Source: an optimization exercise on an open RTL-to-GDS flow (aim: small area and a short achievable clock period). Production flows keep margins and buffers that such runs may drop.
Function was checked by simulation only, so behaviour that the tests miss may differ from the original.

## lab4_2
module lab4_2( 
              input wire      mode,
              input wire[2:0] opCode,
              input wire[3:0] value,
              input clk,
              input reset,
              output reg[9:0] result,
              output reg cacheFull,
              output reg invalidOp,
              output reg overflow);
For scale: about 1,100 cells after synthesis, roughly 23 I/O pins, ~15,000 um2 of cells after synthesis.
clock: 8.0 ns
lec_check: 0
cap_margin: 20
core_margin: 2
core_utilization: 40
cts_buf_list: sky130_fd_sc_hd__clkbuf_16
cts_cluster_diameter: 100
cts_cluster_size: 22
setup_slack_margin: 4.5
slew_margin: 20
synth_hierarchical: 1
synth_minimum_keep_size: 0
run.sh (not shown) runs the stock make flow with config.mk's settings and CLKGATE_MAP_FILE= SYNTH_SCRIPT=/design/flow/synth_recipe.tcl, a recipe that flattens the netlist after the stock synthesis.
The starting point finished clean.
==> next run, changes <==
--- a/flow/config.mk
+++ b/flow/config.mk
@@ -9,3 +9,3 @@
 export CORE_MARGIN = 2
-export CORE_UTILIZATION = 40
+export CORE_UTILIZATION = 70
 export CTS_BUF_LIST = sky130_fd_sc_hd__clkbuf_16
Effect: The new run produced a clean layout. Register-to-register slack stays flat. Routed wire length came out lower by a few percent.

* * *

lab4_2 again, from the RTL that the note above started with.
## lab4_2
module lab4_2( 
              input wire      mode,
              input wire[2:0] opCode,
              input wire[3:0] value,
              input clk,
              input reset,
              output reg[9:0] result,
              output reg cacheFull,
              output reg invalidOp,
              output reg overflow);
	reg [9:0] p1;
	reg [4:1] p1_one;
	reg [4:0] p1_two;
	wire [11:0] re = {1'b0, result, 1'b0};
	wire [4:1] r_one;
	wire [4:0] r_two;
	genvar d;
	generate
		for (d = 0; d < 5; d = d + 1) begin : enc
			if (d > 0) assign r_one[d] = re[2*d+1] ^ re[2*d];
			assign r_two[d] = (re[2*d+2] & ~re[2*d+1] & ~re[2*d]) | (~re[2*d+2] & re[2*d+1] & re[2*d]);
		end
	endgenerate
	reg [5:0] j;
	reg       w;
	reg [5:0] size;
	reg [3:0] offset;
	reg [2:0] ops  [0:31];
	reg [3:0] vals [0:31];
	reg [2:0] op;
	reg [3:0] v;
	reg       is_setr;	 
	wire in_ok   = ~(opCode[1] & opCode[0]);
	wire load_ok = ~mode & in_ok & ~size[5];
	wire [31:0] wen;
	l42_wen wdec (.ld(load_ok), .sz(size[4:0]), .en(wen));
	genvar e;
	generate
		for (e = 0; e < 32; e = e + 1) begin : wr
			always @(posedge clk) begin
				if (wen[e]) begin
					ops[e]  <= opCode;
					vals[e] <= value;
				end
			end
		end
	endgenerate
	wire is_add2 = ~op[2] & op[0];
	wire is_fma  = ~op[2] & op[1];
	wire [11:0] sadd = {2'b00, result} + (is_add2 ? {2'b00, p1} : 12'd0) + {8'd0, v};
	wire [10:0] fp, fc;
	l42_mac mac (.a(result), .b(p1), .e_one(p1_one), .e_two(p1_two), .v(v), .p(fp), .c(fc));
	reg big;
	integer m;
	always @(*) begin
		big = 1'b0;
		for (m = 1; m < 10; m = m + 1)
			big = big | ((|(result >> m)) & (|(p1 >> (10 - m))));
	end
	wire [2:0] pc_lo, pc_hi;
	l42_pc5 pcl (.x(result[4:0]), .n(pc_lo));
	l42_pc5 pch (.x(result[9:5]), .n(pc_hi));
	wire [3:0] popc = pc_lo + pc_hi;
	wire [9:0] brev = {result[0], result[1], result[2], result[3], result[4],
	                   result[5], result[6], result[7], result[8], result[9]};
	wire       fsel = mode & is_fma;
  ...
Settings: LEC_CHECK=0, CAP_MARGIN=20, CORE_MARGIN=2, CORE_UTILIZATION=50, CTS_BUF_LIST=sky130_fd_sc_hd__clkbuf_16, CTS_CLUSTER_DIAMETER=100, CTS_CLUSTER_SIZE=22, SETUP_SLACK_MARGIN=4.6, SLEW_MARGIN=20, SYNTH_HIERARCHICAL=1, SYNTH_MINIMUM_KEEP_SIZE=0; clock period 8.0 ns.
Next try:
--- a/flow/config.mk
+++ b/flow/config.mk
@@ -8,10 +8,11 @@
 export CAP_MARGIN = 20
 export CORE_MARGIN = 2
-export CORE_UTILIZATION = 50
+export CORE_UTILIZATION = 40
 export CTS_BUF_LIST = sky130_fd_sc_hd__clkbuf_16
 export CTS_CLUSTER_DIAMETER = 100
 export CTS_CLUSTER_SIZE = 22
-export SETUP_SLACK_MARGIN = 4.6
+export SETUP_SLACK_MARGIN = 4.4
 export SLEW_MARGIN = 20
 export SYNTH_HIERARCHICAL = 1
 export SYNTH_MINIMUM_KEEP_SIZE = 0
+export TNS_END_PERCENT = 10
Result: Count of clock-buffer cells in the layout does not change; critical path depth is higher by 1; fmax is lower by about 0.8%; utilization is lower by 11 points; first-iteration DRC count is lower by about 4.4%; wire length is lower by 5.6%.
Next try:
--- a/flow/config.mk
+++ b/flow/config.mk
@@ -8,5 +8,5 @@
 export CAP_MARGIN = 20
 export CORE_MARGIN = 2
-export CORE_UTILIZATION = 40
+export CORE_UTILIZATION = 50
 export CTS_BUF_LIST = sky130_fd_sc_hd__clkbuf_16
 export CTS_CLUSTER_DIAMETER = 100
@@ -16,3 +16,2 @@
 export SYNTH_HIERARCHICAL = 1
 export SYNTH_MINIMUM_KEEP_SIZE = 0
-export TNS_END_PERCENT = 10
=> The changed run passed the timing, DRC and antenna checks. Fmax is higher by 1.5%. Routed wire length is higher by 5.2%. Count of clock-buffer cells in the layout is unchanged. Cell area is lower by 0.85%.
Next try:
--- a/flow/config.mk
+++ b/flow/config.mk
@@ -8,5 +8,5 @@
 export CAP_MARGIN = 20
 export CORE_MARGIN = 2
-export CORE_UTILIZATION = 50
+export CORE_UTILIZATION = 40
 export CTS_BUF_LIST = sky130_fd_sc_hd__clkbuf_16
 export CTS_CLUSTER_DIAMETER = 100
What happened: Cell area rises by 0.60%. Global-route usage came out lower by 4.5 points. Clock-buffer cell count stays the same. Wire length stays flat. Non-clock buffer count came out higher by 1. First-iteration DRC count goes down by 3.7%. Register-to-register slack is worse by 0.06 ns. Fmax is lower by 1.7%.

separate check: timing with driven ports:
In the flow no input, the clock included, has a driving cell. The finished layouts below were timed again as built, in two steps.
Step 1 sets driving cells, clkbuf_16 on the clock port and buf_2 on the other inputs (assumed; they add their load-dependent delay and slew).
Step 2 also shifts input and output timing later by t, the mid clock arrival at the registers, as if the neighbouring blocks saw the same clock.
a / b / c = ideal ports / drivers / drivers and shift; a / b = the first two.
| run | t, ns | setup slack, ns | worst setup path at the end | cell pins on the clock port's net |
|---|---|---|---|---|
| the first run of note 1 | 0.561 | 4.389 / 4.389 / 4.129 | input to register | 1 |
| the second run of note 1 | 0.531 | 4.389 / 4.389 / 4.067 | input to register | 1 |
| the first run of note 2 | 0.542 | 4.409 / 4.409 / 4.030 | input to register | 1 |
| the second run of note 2 | 0.550 | 4.378 / 4.378 / 3.906 | input to register | 1 |
| the third run of note 2 | 0.540 | 4.433 / 4.433 / 3.929 | input to register | 1 |
| the fourth run of note 2 | 0.550 | 4.369 / 4.369 / 4.024 | input to register | 1 |
After both steps every run listed still meets setup and hold. For the third run of note 2, which loses most, drivers alone change the setup slack by 0.000 ns; drivers and shift together by -0.504 ns.
